What follows belongs to an exercise in optimizing a design on an open flow for a short achievable clock period and few clock cycles; a production flow would make more cautious choices. In this exercise RTL edits were held to simulation tests only and were not proved equivalent to the original. No activity file was given, so power comes from the tool's default toggle rates.

### flow/design.v
module avion_cpu #(
    parameter ADDRESS_WIDTH = 6,
    parameter DATA_WIDTH = 10
)(
    input clk,
    input rst,
    output reg [DATA_WIDTH-1:0] MDRIn,
    output reg RAMWr,
    output reg [ADDRESS_WIDTH-1:0] MAR,
    input [DATA_WIDTH-1:0] MDROut,
    output reg [5:0] PC,
    output reg halted
);
localparam OP_LOD = 4'd0, OP_STO = 4'd1, OP_ADD = 4'd2, OP_SUB = 4'd3,
           OP_MUL = 4'd4, OP_DIV = 4'd5, OP_JMP = 4'd6, OP_JMZ = 4'd7,
           OP_NOP = 4'd8, OP_HLT = 4'd9;
function is_dop(input [3:0] o);    
    is_dop = (o == OP_LOD) | (o == OP_ADD) | (o == OP_SUB) | (o == OP_MUL) | (o == OP_DIV);
endfunction
function is_las(input [3:0] o);    
    is_las = (o == OP_LOD) | (o == OP_ADD) | (o == OP_SUB);
endfunction
reg [9:0]  cd [0:63];    
reg [63:0] cv;           
reg [63:0] rq;           
reg [5:0] fpc;           
reg [5:0] fpc1, fpc2;    
reg [9:0] acc;
reg       s2v;           
reg [5:0] a0, a1;        
reg       u0, u1;        
reg       cb;            
reg [1:0] ct0, ct1;      
reg       cwe;           
reg       cst;           
reg       csr;           
reg [5:0] csa;           
reg       cb1;           
reg [1:0] cjz;           
reg [5:0] cja;           
reg       cmul, cdiv, chlt;
reg       cmd1;          
reg       clod0;         
reg       rdv;           
reg       rdk;           
reg       flv;           
reg       flk;
reg [5:0] fla;
reg       oqv0, oqv1;    
reg [5:0] oqa0, oqa1;
reg [5:0] pp;            
reg        mdb;          
reg [9:0]  opr;
reg        dnrm;         
reg [10:0] dr;           
reg [10:0] ds;           
reg [9:0]  dqq;          
reg [2:0]  dn;           
wire       run = s2v & ~halted;
wire       pb0 = RAMWr & (MAR == a0);
wire       pb1 = RAMWr & (MAR == a1);
wire [9:0] e0  = pb0 ? MDRIn : cd[a0];
wire [9:0] e1  = cb1 ? acc : pb1 ? MDRIn : cd[a1];
wire       m0  = run & u0 & ~cv[a0] & ~mdb;
wire       m1  = run & u1 & ~cv[a1];
wire       s2_miss = m0 | m1;
wire [9:0] t0  = ct0[0] ? e0 : ct0[1] ? ~e0 : 10'd0;
wire [9:0] t1  = ct1[0] ? e1 : ct1[1] ? ~e1 : 10'd0;
wire [9:0] sum = (cb ? acc : 10'd0) + t0 + t1 + {8'd0, ct0[1] & ct1[1], ct0[1] ^ ct1[1]};
wire [9:0] mo  = cmd1 ? e1 : e0;                      
wire [9:0] mb  = (cmd1 & clod0) ? e0 : acc;           
wire       dz  = (mo == 10'd0);
wire       ge1 = (mb >= mo);
wire       ge2 = ({1'b0, mb} >= {mo, 1'b0});
wire       dfast = dz | ~ge2;
function [3:0] msb10(input [9:0] x);
    integer b;
    begin
        msb10 = 4'd0;
        for (b = 1; b < 10; b = b + 1) if (x[b]) msb10 = b[3:0];
    end
endfunction
wire [3:0] kd  = msb10(dr[9:0]) - msb10(opr);             
wire [2:0] kc  = kd[3:1];                                 
wire [3:0] ksh = {kc, 1'b1};                              
reg [10:0] x1, x2, y1;
reg [9:0]  q3;
always @(*) begin
    q3 = {dqq[7:0], 2'b00};
    x1 = dr;
    if (x1 >= ds) begin x1 = x1 - ds; q3[1] = 1'b1; end
    y1 = {1'b0, ds[10:1]};
    x2 = x1;
    if (x2 >= y1) begin x2 = x2 - y1; q3[0] = 1'b1; end
end
wire md_first = run & (cmul | cdiv) & ~mdb & ~s2_miss;
wire md_start = md_first & (cmul | ~dfast);
wire md_done  = mdb & (cmul | (~dnrm & (dn == 3'd0)));
wire s2_busy  = s2_miss | md_start | (mdb & ~md_done);
wire s2_go    = run & ~s2_busy;
wire sto_ex   = s2_go & cst;
wire [9:0] stv = csr ? sum : acc;
wire jmz_tk = s2_go & (cjz[0] ? (acc == 10'd0) : cjz[1] ? (e0 == 10'd0) : 1'b0);
wire hlt2   = run & chlt;
wire       k0    = (sto_ex & (csa == fpc))  | (RAMWr & (MAR == fpc));
wire       k1    = (sto_ex & (csa == fpc1)) | (RAMWr & (MAR == fpc1));
wire       k2    = (sto_ex & (csa == fpc2)) | (RAMWr & (MAR == fpc2));
wire [9:0] w0    = cd[fpc];
wire [9:0] w1    = cd[fpc1];
wire [9:0] w2    = cd[fpc2];
wire       h0    = ~k0 & cv[fpc];
wire       h1    = ~k1 & cv[fpc1];
wire       h2    = ~k2 & cv[fpc2];
wire [3:0] f0    = w0[9:6];
wire [3:0] f1    = w1[9:6];
wire [3:0] f2    = w2[9:6];
wire       j0    = (f0 == OP_JMP);
wire       st0   = (f0 == OP_STO);
wire       st1   = (f1 == OP_STO);
wire       n0    = (f0 == OP_NOP);
wire       hit1  = st0 & (w0[5:0] == fpc1);            
wire       pchain = (is_las(f0) | st0 | n0) & is_las(f1);
wire       pstore = (is_las(f0) | n0) & st1;
wire       pjmz   = ((f0 == OP_LOD) | st0) & (f1 == OP_JMZ);
wire       pnop   = (f1 == OP_NOP) & ~j0 & (f0 != OP_JMZ) & (f0 != OP_HLT);
wire       pmul   = (is_las(f0) | st0 | n0) & (f1 == OP_MUL);
wire       pdiv   = ((f0 == OP_LOD) | st0 | n0) & (f1 == OP_DIV);
wire       pair  = h1 & ~hit1 & (pchain | pstore | pjmz | pnop | pmul | pdiv);
wire       fold1 = ~pair & h1 & (f1 == OP_JMP) & (f0 != OP_HLT) & ~hit1;
wire       fold2 = pair & h2 & (f2 == OP_JMP) & ~(st0 & (w0[5:0] == fpc2)) &
                   ~(st1 & (w1[5:0] == fpc2));
wire       hlt1  = h0 & (f0 == OP_HLT) & ~(run & (cst | (cjz != 2'd0)));
wire       halt_now = ~halted & (hlt2 | hlt1);
reg        nu0, nu1, ncb, ncwe, ncst, ncsr, ncb1;
reg  [1:0] nct0, nct1, ncjz;
reg  [5:0] ncsa, ncja;
always @(*) begin
    nu0 = is_dop(f0); nu1 = 1'b0;
    ncb = (f0 != OP_LOD); nct0 = (f0 == OP_ADD) ? 2'b01 : (f0 == OP_SUB) ? 2'b10 :
                                 (f0 == OP_LOD) ? 2'b01 : 2'b00;
    nct1 = 2'b00; ncwe = is_las(f0);
    ncst = st0; ncsr = 1'b0; ncsa = w0[5:0]; ncb1 = 1'b0;
    ncjz = (f0 == OP_JMZ) ? 2'b01 : 2'b00; ncja = w0[5:0];
    if (pair) begin
        if ((f1 == OP_MUL) | (f1 == OP_DIV)) begin
            ncb1 = st0 & (w1[5:0] == w0[5:0]);
            nu1 = ~ncb1;
        end
        if (is_las(f1)) begin
            ncwe = 1'b1;
            ncb1 = st0 & (w1[5:0] == w0[5:0]);
            nu1 = ~ncb1;
            if (f1 == OP_LOD) begin ncb = 1'b0; nct0 = 2'b00; nct1 = 2'b01; end
            else nct1 = (f1 == OP_ADD) ? 2'b01 : 2'b10;
        end
        if (st1) begin ncst = 1'b1; ncsr = 1'b1; ncsa = w1[5:0]; end
        if (f1 == OP_JMZ) begin ncjz = st0 ? 2'b01 : 2'b10; ncja = w1[5:0]; end
    end
end
wire [63:0] need = ~(cv | rq);
wire        d2   = m0 ? need[a0] : (m1 & need[a1]);
wire [5:0]  d2a  = m0 ? a0 : a1;
wire        d1   = ~halted & ~h0 & ~k0 & need[fpc];
wire        o1   = oqv0 & need[oqa0];
wire        p1   = need[pp];
wire [5:0]  pp1  = pp + 6'd1;
wire        p2   = need[pp1];
wire        push = flv & flk & is_dop(MDROut[9:6]);
wire        pop  = oqv0 & ~(d2 | d1 | sto_ex);    
always @(posedge clk) begin
    if (flv && !cv[fla]) cd[fla] <= MDROut;
    if (RAMWr) cd[MAR] <= MDRIn;
end
always @(posedge clk) begin
    if (rst) begin
        cv <= 64'd0; rq <= 64'd1;
        fpc <= 6'd0; fpc1 <= 6'd1; fpc2 <= 6'd2; s2v <= 1'b0; acc <= 10'd0;
        a0 <= 6'd0; a1 <= 6'd0; u0 <= 1'b0; u1 <= 1'b0; cb <= 1'b0; ct0 <= 2'd0; ct1 <= 2'd0;
        cwe <= 1'b0; cst <= 1'b0; csr <= 1'b0; csa <= 6'd0; cb1 <= 1'b0; cjz <= 2'd0; cja <= 6'd0;
        cmul <= 1'b0; cdiv <= 1'b0; chlt <= 1'b0; cmd1 <= 1'b0; clod0 <= 1'b0;
        MAR <= 6'd0; RAMWr <= 1'b0; MDRIn <= 10'd0;
        rdv <= 1'b1; rdk <= 1'b1; flv <= 1'b0; flk <= 1'b0; fla <= 6'd0;
        oqv0 <= 1'b0; oqv1 <= 1'b0; oqa0 <= 6'd0; oqa1 <= 6'd0; pp <= 6'd1;
        halted <= 1'b0; PC <= 6'd0;
        mdb <= 1'b0; opr <= 10'd0; dnrm <= 1'b0; dr <= 11'd0; ds <= 11'd0; dqq <= 10'd0; dn <= 3'd0;
    end else begin
        flv <= rdv; fla <= MAR; flk <= rdk;
        if (flv && !cv[fla]) cv[fla] <= 1'b1;
        if (pop) begin
            if (push && oqv1) begin oqa0 <= oqa1; oqa1 <= MDROut[5:0]; end
            else if (push) begin oqa0 <= MDROut[5:0]; oqv1 <= 1'b0; end
            else begin oqv0 <= oqv1; oqa0 <= oqa1; oqv1 <= 1'b0; end
        end else if (push) begin
            if (!oqv0) begin oqv0 <= 1'b1; oqa0 <= MDROut[5:0]; end
            else begin oqv1 <= 1'b1; oqa1 <= MDROut[5:0]; end
        end
        RAMWr <= 1'b0; rdv <= 1'b0; rdk <= 1'b0;
        if (sto_ex) begin
            cv[csa] <= 1'b1; rq[csa] <= 1'b1;
            MAR <= csa; RAMWr <= 1'b1; MDRIn <= stv;
        end else if (d2) begin
            MAR <= d2a; rdv <= 1'b1; rq[d2a] <= 1'b1;
        end else if (d1) begin
            MAR <= fpc; rdv <= 1'b1; rdk <= 1'b1; rq[fpc] <= 1'b1; pp <= fpc1;
        end else if (o1) begin
            MAR <= oqa0; rdv <= 1'b1; rq[oqa0] <= 1'b1;
        end else if (p1) begin
            MAR <= pp; rdv <= 1'b1; rdk <= 1'b1; rq[pp] <= 1'b1; pp <= pp1;
        end else if (p2) begin
            MAR <= pp1; rdv <= 1'b1; rdk <= 1'b1; rq[pp1] <= 1'b1; pp <= pp + 6'd2;
        end else begin
            pp <= pp + 6'd2;
        end
        if (s2_go) begin
            if (cmul)      acc <= acc * opr;
            else if (cdiv) acc <= mdb ? q3 : {9'd0, ge1 & ~dz};
            else if (cwe)  acc <= sum;
        end else if (md_start && cwe) begin
            acc <= sum;                                   
        end
        if (halt_now) begin halted <= 1'b1; PC <= hlt2 ? fpc : fpc1; end
        if (md_start) begin
            mdb <= 1'b1; opr <= mo; dr <= {1'b0, mb}; dnrm <= 1'b1;
        end else if (md_done) begin
            mdb <= 1'b0;
        end else if (mdb && dnrm) begin
            dnrm <= 1'b0; ds <= {1'b0, opr} << ksh; dqq <= 10'd0; dn <= kc;
        end else if (mdb) begin
            dr <= x2; ds <= {2'b00, ds[10:2]}; dqq <= q3; dn <= dn - 3'd1;
        end
        if (!s2_busy && !halted) begin
            if (jmz_tk) begin
                fpc <= cja; fpc1 <= cja + 6'd1; fpc2 <= cja + 6'd2; s2v <= 1'b0;
            end else if (h0 && !hlt2 && !j0) begin
                fpc  <= fold1 ? w1[5:0] : fold2 ? w2[5:0] : pair ? fpc2 : fpc1;
                fpc1 <= fold1 ? w1[5:0] + 6'd1 : fold2 ? w2[5:0] + 6'd1 : pair ? fpc2 + 6'd1 : fpc2;
                fpc2 <= fold1 ? w1[5:0] + 6'd2 : fold2 ? w2[5:0] + 6'd2 : pair ? fpc2 + 6'd2 : fpc2 + 6'd1;
                s2v <= 1'b1;
                a0 <= w0[5:0]; a1 <= w1[5:0]; u0 <= nu0; u1 <= nu1;
                cb <= ncb; ct0 <= nct0; ct1 <= nct1; cwe <= ncwe;
                cst <= ncst; csr <= ncsr; csa <= ncsa; cb1 <= ncb1; cjz <= ncjz; cja <= ncja;
                cmul <= (f0 == OP_MUL) | (pair & (f1 == OP_MUL));
                cdiv <= (f0 == OP_DIV) | (pair & (f1 == OP_DIV));
                cmd1 <= pair & ((f1 == OP_MUL) | (f1 == OP_DIV));
                clod0 <= (f0 == OP_LOD);
                chlt <= (f0 == OP_HLT);
            end else if (h0 && !hlt2 && j0) begin
                fpc <= w0[5:0]; fpc1 <= w0[5:0] + 6'd1; fpc2 <= w0[5:0] + 6'd2; s2v <= 1'b0;
            end else begin
                s2v <= 1'b0;
            end
        end
    end
end
endmodule
### flow/flow/run.sh
#!/bin/bash
set -euo pipefail
bash standard.sh SETUP_SLACK_MARGIN=${MARGIN:-14.5} finish > standard_flow.log 2>&1
### flow/standard.sh
#!/bin/bash
# synth_recipe.tcl (not shown) runs the flow's synth.tcl, then flattens the netlist and writes it again
# the make line also repeats each setting of config.mk as NAME=value (left out here)
make -C /OpenROAD-flow-scripts/flow DESIGN_CONFIG=/design/flow/config.mk WORK_HOME=/design/flow/orfs CLKGATE_MAP_FILE= SYNTH_SCRIPT=/design/flow/synth_recipe.tcl "${@:-finish}"
### flow/config.mk
export PLATFORM = sky130hd
export DESIGN_NAME = avion_cpu
export DESIGN_NICKNAME = avion_cpu
export VERILOG_FILES = /design/flow/design.v
export SDC_FILE = /design/flow/constraint.sdc
export NUM_CORES = 4
export LEC_CHECK = 0
export CAP_MARGIN = 20
export CORE_MARGIN = 2
export CORE_UTILIZATION = 40
export SLEW_MARGIN = 20
### flow/constraint.sdc
create_clock -name core_clock -period 20.0 [get_ports {clk}]
set_input_delay 4.0000 -clock core_clock [delete_from_list [all_inputs] [get_ports {clk}]]
set_output_delay 4.0000 -clock core_clock [all_outputs]
set_load 0.01 [all_outputs]
==> tab_implementation.tex <==
\begin{tabular}{lr}
\hline
Metric & Value \\
\hline
\multicolumn{2}{l}{\textbf{Status}} \\
Result of the run & complete, no violations \\
\multicolumn{2}{l}{\textbf{Placement}} \\
Pre-CTS setup slack & 10020 ps \\
Placed cell area & just under 90000 um\^{}2 \\
Global placer's final weighted congestion & roughly 1.1 \\
Hpwl dp & approximately 340000 um \\
Count of buffers from port buffering & 35 \\
Placed Cells & 9965 \\
\multicolumn{2}{l}{\textbf{Detailed routing}} \\
Via count & 84356 \\
Mean number of vias per cell & 7.83 \\
Total routed wirelength & $\sim$510000 um \\
Pre-Repair DR Iteration Count & 14 \\
Initial DRC Count & roughly 17000 \\
Post-detailed-route wirelength per cell & 47.3 um \\
Routed Antenna Nets & 0 \\
Remaining routing DRC violations & 0 \\
\multicolumn{2}{l}{\textbf{STA}} \\
Post-Route Hold Slack & 457 ps \\
Highest achievable clock rate & 157 MHz \\
Rel. slew slack & 10.2\% \\
Worst clock skew on the final layout & roughly 47 ps \\
Share of the cycle needed by the critical path after routing & 31.7\% \\
Worst-Margin Slew & 1330 ps \\
Final setup violation count & 0 \\
Post-route minimum period & 6350 ps \\
Total Negative Setup Slacks & 0 ps \\
Setup repair after global routing missed its margin & true \\
Smallest setup slack after layout & 13650 ps \\
Final Hold Fails & 0 \\
Final slew viol count & 0 \\
\multicolumn{2}{l}{\textbf{Global routing}} \\
Busiest grt layer & met2 \\
GR met2 Demand/Resource & between 60\% and 70\% \\
GR Layer Usage met3 & 26.2\% \\
Met1 routing resource usage after global routing & approximately 55\% \\
Initial antenna violation count & 66 \\
First-pass GRT wire length & 679000 um \\
Total routing resource utilization after global routing & 45.3\% \\
Via count of the first global-routing pass & 77227 \\
Largest net degree at the start of global routing & roughly 100 \\
Remaining global-route overflow & 0 \\
\multicolumn{2}{l}{\textbf{Finish}} \\
Count of non-filler cells in the finished layout & 10767 \\
Ratio of cells with drive above 1 in the final layout & a little over two fifths \\
Area grow syn2layout & 22.4\% \\
Area of all placed cells without fillers & about 100000 um\^{}2 \\
Fillers & 18719 \\
Area used by multi-input combinational logic & 60600 um\^{}2 \\
Final Core Density & 49.4\% \\
Register Area & 25900 um\^{}2 \\
Fin nets & roughly 8000 \\
\multicolumn{2}{l}{\textbf{Critical path}} \\
Required arrival time at the worst endpoint & 20670 ps \\
Kind of critical path & reg2reg \\
Largest delay share family, worst path & compound AO/OA/AOI/OAI gates \\
Setup crit end kind & flip-flop \\
Startpoint type of the worst setup path & flip-flop \\
Worst stage delay on the critical path & 930 ps \\
Arrival time at the worst endpoint & around 7000 ps \\
Count of buffer and inverter cells on the critical path & 5 \\
Highest net fanout along the worst path & 38 \\
Max stage delay cell, worst path & sky130\_fd\_sc\_hd\_\_nor2\_1 \\
\multicolumn{2}{l}{\textbf{Power and ir drop}} \\
IR Drop Worst-Case VDD & 0.136 mV \\
Power per cell area & 170 nW/um\^{}2 \\
Leakage & around 33 nW \\
Final Total Pwr & 17.8 mW \\
\multicolumn{2}{l}{\textbf{Yosys}} \\
Fraction of the yosys area taken by sequential cells & 30.1\% \\
Main flop type after synthesis & sky130\_fd\_sc\_hd\_\_edfxtp\_1 \\
Post-synthesis area per instance & about 11 um\^{}2 \\
Async set-or-reset flop fraction in the synthesized netlist & 0\% \\
Yosys reg bits & 968 \\
Distinct cells, synth & 103 \\
Count of yosys warnings during synthesis & 1 \\
Number of nets produced by synthesis & 7819 \\
Count of mapped cells out of synthesis & 7647 \\
Post-Synthesis Cell Area & 85600 um\^{}2 \\
Number of enable-type register cells in the synthesized netlist & 640 \\
\multicolumn{2}{l}{\textbf{Hold path}} \\
Worst min path class & reg2reg \\
\multicolumn{2}{l}{\textbf{CTS}} \\
Total number of clock tree sinks & 968 \\
Number of clock buffers inserted by TritonCTS & 117 \\
Clock tree from TritonCTS & done \\
Largest buffer count on any clock path & 3 \\
Root cell of the clock tree & sky130\_fd\_sc\_hd\_\_clkbuf\_16 \\
Latest clock arrival within the worst-skew pair & between 800 and 900 ps \\
CTS H-tree depth & 3 \\
CTS clk-pin slew, worst paths & 60 ps \\
\multicolumn{2}{l}{\textbf{Die}} \\
Die area & 218000 um\^{}2 \\
Die Span Y & 467 um \\
Initial standard-cell utilization of the core & 40.3\% \\
I/O pin cnt & 36 \\
Number of placement rows & around 170 \\
Placeable core region & around 210000 um\^{}2 \\
Die extent in x & 467 um \\
\multicolumn{2}{l}{\textbf{Run}} \\
Number of max-cap violations & 0 \\
\hline
\end{tabular}
where the power goes:
| part | switching (mW) | total [mW] | internal, mW |
|---|---|---|---|
| registers | 0.356 | 2.64 | 2.29 |
| logic | 7.75 | 12.8 | 5.05 |
| clock network | 1.03 | 2.40 | 1.37 |
what timing repair did:
item,4_1_cts,5_1_grt
pin swaps,277,203
hold endpoints to repair,0,0
buffers inserted,356,86
setup endpoints to repair,323,305
cloned,71,6
gates resized for setup,1049,344
hold buffers,0,0
synthesized netlist by cell type (24+ instances only):
cell type                    n  share of area (%)
sky130_fd_sc_hd__a211oi_1  103               0.90
sky130_fd_sc_hd__a21o_1     25               0.22
sky130_fd_sc_hd__a21oi_1   298                1.7
sky130_fd_sc_hd__a221oi_1   62               0.63
sky130_fd_sc_hd__a22o_1     32               0.33
sky130_fd_sc_hd__a22oi_1   170                1.5
sky130_fd_sc_hd__a311oi_1   31               0.32
sky130_fd_sc_hd__a31oi_1    55               0.40
sky130_fd_sc_hd__a41oi_1    34               0.35
sky130_fd_sc_hd__and2_1     79               0.58
sky130_fd_sc_hd__and3_1     34               0.25
sky130_fd_sc_hd__buf_1      78               0.34
sky130_fd_sc_hd__buf_2     141               0.82
sky130_fd_sc_hd__buf_4      50               0.44
sky130_fd_sc_hd__clkbuf_1  530                2.3
sky130_fd_sc_hd__dfxtp_1   328                7.7
sky130_fd_sc_hd__edfxtp_1  640                 22
sky130_fd_sc_hd__fa_1       36               0.84
sky130_fd_sc_hd__ha_1      124                1.8
sky130_fd_sc_hd__inv_1     142               0.62
sky130_fd_sc_hd__mux2_2    706                9.3
sky130_fd_sc_hd__mux2i_1   488                5.7
sky130_fd_sc_hd__mux4_2    894                 24
sky130_fd_sc_hd__nand2_1   462                2.0
sky130_fd_sc_hd__nand2b_1   56               0.41
sky130_fd_sc_hd__nand3_1   154               0.90
sky130_fd_sc_hd__nand4_1    79               0.58
sky130_fd_sc_hd__nor2_1    543                2.4
sky130_fd_sc_hd__nor2b_1    74               0.54
sky130_fd_sc_hd__nor3_1    137               0.80
sky130_fd_sc_hd__nor3b_1    25               0.22
sky130_fd_sc_hd__nor4_1     60               0.44
sky130_fd_sc_hd__o211ai_1   24               0.21
sky130_fd_sc_hd__o21ai_0   196                1.1
sky130_fd_sc_hd__o22ai_1   108               0.79
sky130_fd_sc_hd__o31ai_1    57               0.50
sky130_fd_sc_hd__xnor2_1   121                1.2
sky130_fd_sc_hd__xor2_1     69               0.71
tightest hold or removal path, cell delays in order, from the launching register on:
cell and delay (ps):
sky130_fd_sc_hd__dfxtp_1 310, sky130_fd_sc_hd__nand2_1 50, sky130_fd_sc_hd__a21oi_1 50
layout by cell type, fill, tap and decap left out, drive strengths merged, types with 83 or more instances in the layout:
cell,count
a211oi,104
a21oi,298
a22oi,170
and2,83
buf,789
clkbuf,137
dfxtp,328
edfxtp,640
ha,124
inv,160
mux2,706
mux2i,488
mux4,894
nand2,466
nand3,156
nor2,553
nor3,140
o21ai,219
o22ai,109
xnor2,121
flip-flops by register name (all words and copies together) (netlist names), 8 cells and up, named ones only:
| name | cells |
|---|---|
| dqq | 8 |
| rq | 64 |
| cd | 640 |
| opr | 10 |
| acc | 10 |
| MDRIn | 10 |
| ds | 11 |
| cv | 64 |
| dr | 11 |
cells by family (layout without fill, tap and decap cells):
logic type | Yosys count | after routing | synth area share [%]
AO/OA/AOI/OAI | 1459 | 1462 | 11.8
XOR/XNOR | 190 | 190 | 1.94
adder cells (fa/ha/maj) | 160 | 160 | 2.65
buffers and inverters | 967 | 1196 | 4.80
flip-flops | 968 | 968 | 30.1
multiplexers | 2088 | 2088 | 38.5
other | 0 | 57 | 0
AND/OR/NAND/NOR | 1815 | 1825 | 10.2
cell type report:
| class | instances | area share (%) |
|---|---|---|
| diodes | 57 | 0.136 |
| clock buffers | 131 | 2.91 |
| clock inverters | 90 | 1.08 |
| inverters | 151 | 0.541 |
| multi-input cells | 5725 | 57.8 |
| flip-flops and latches | 968 | 24.7 |
| well taps | 2821 | 3.37 |
| repair buffers | 824 | 9.45 |
per-layer routing:
| metal | part of all wire (%) | routed length (um) |
|---|---|---|
| met1 | 35 | 176000 |
| met2 | 39 | 197000 |
| met3 | 18 | 93100 |
| met4 | 8.1 | 41300 |
| met5 | 0.29 | 1490 |
worst paths after layout:
kind         cells after the start           startpoint  slack (ps)               endpoint
max reg2reg                     27            flip-flop       13650  MDRIn[9]$_SDFFE_PP0N_
min                              2  dqq[7]$_SDFFE_PP0P_         460    dqq[7]$_SDFFE_PP0P_
min reg2reg                      2  dqq[7]$_SDFFE_PP0P_         460    dqq[7]$_SDFFE_PP0P_
max                             27            flip-flop       13650  MDRIn[9]$_SDFFE_PP0N_
Testbench counts, summed over its fixed seeds: cycles 22,558.

## static timing again, ports no longer ideal
No port has a modelled driver above. Below, the same layout with a new extraction and two added sets of constraints. Step 1: set_driving_cell puts a clkbuf_16 on clk and a buf_2 on each other input, an assumption about the parent block. Step 2, shift: input delay + t, output delay - t, t = (earliest + latest rising clock arrival at the registers) / 2. This alone moves slack from input paths to output paths. Three values: no drivers, after step 1, after step 2; two values: the first two.
t (ns): 0.920
setup slack, ns: 13.650 / 13.650 / 13.277
worst slew at a driven data input, ns: 0.15
After both steps setup and hold are still met in this run. For this run, drivers alone change the setup slack by 0.000 ns; drivers and shift together by -0.373 ns.
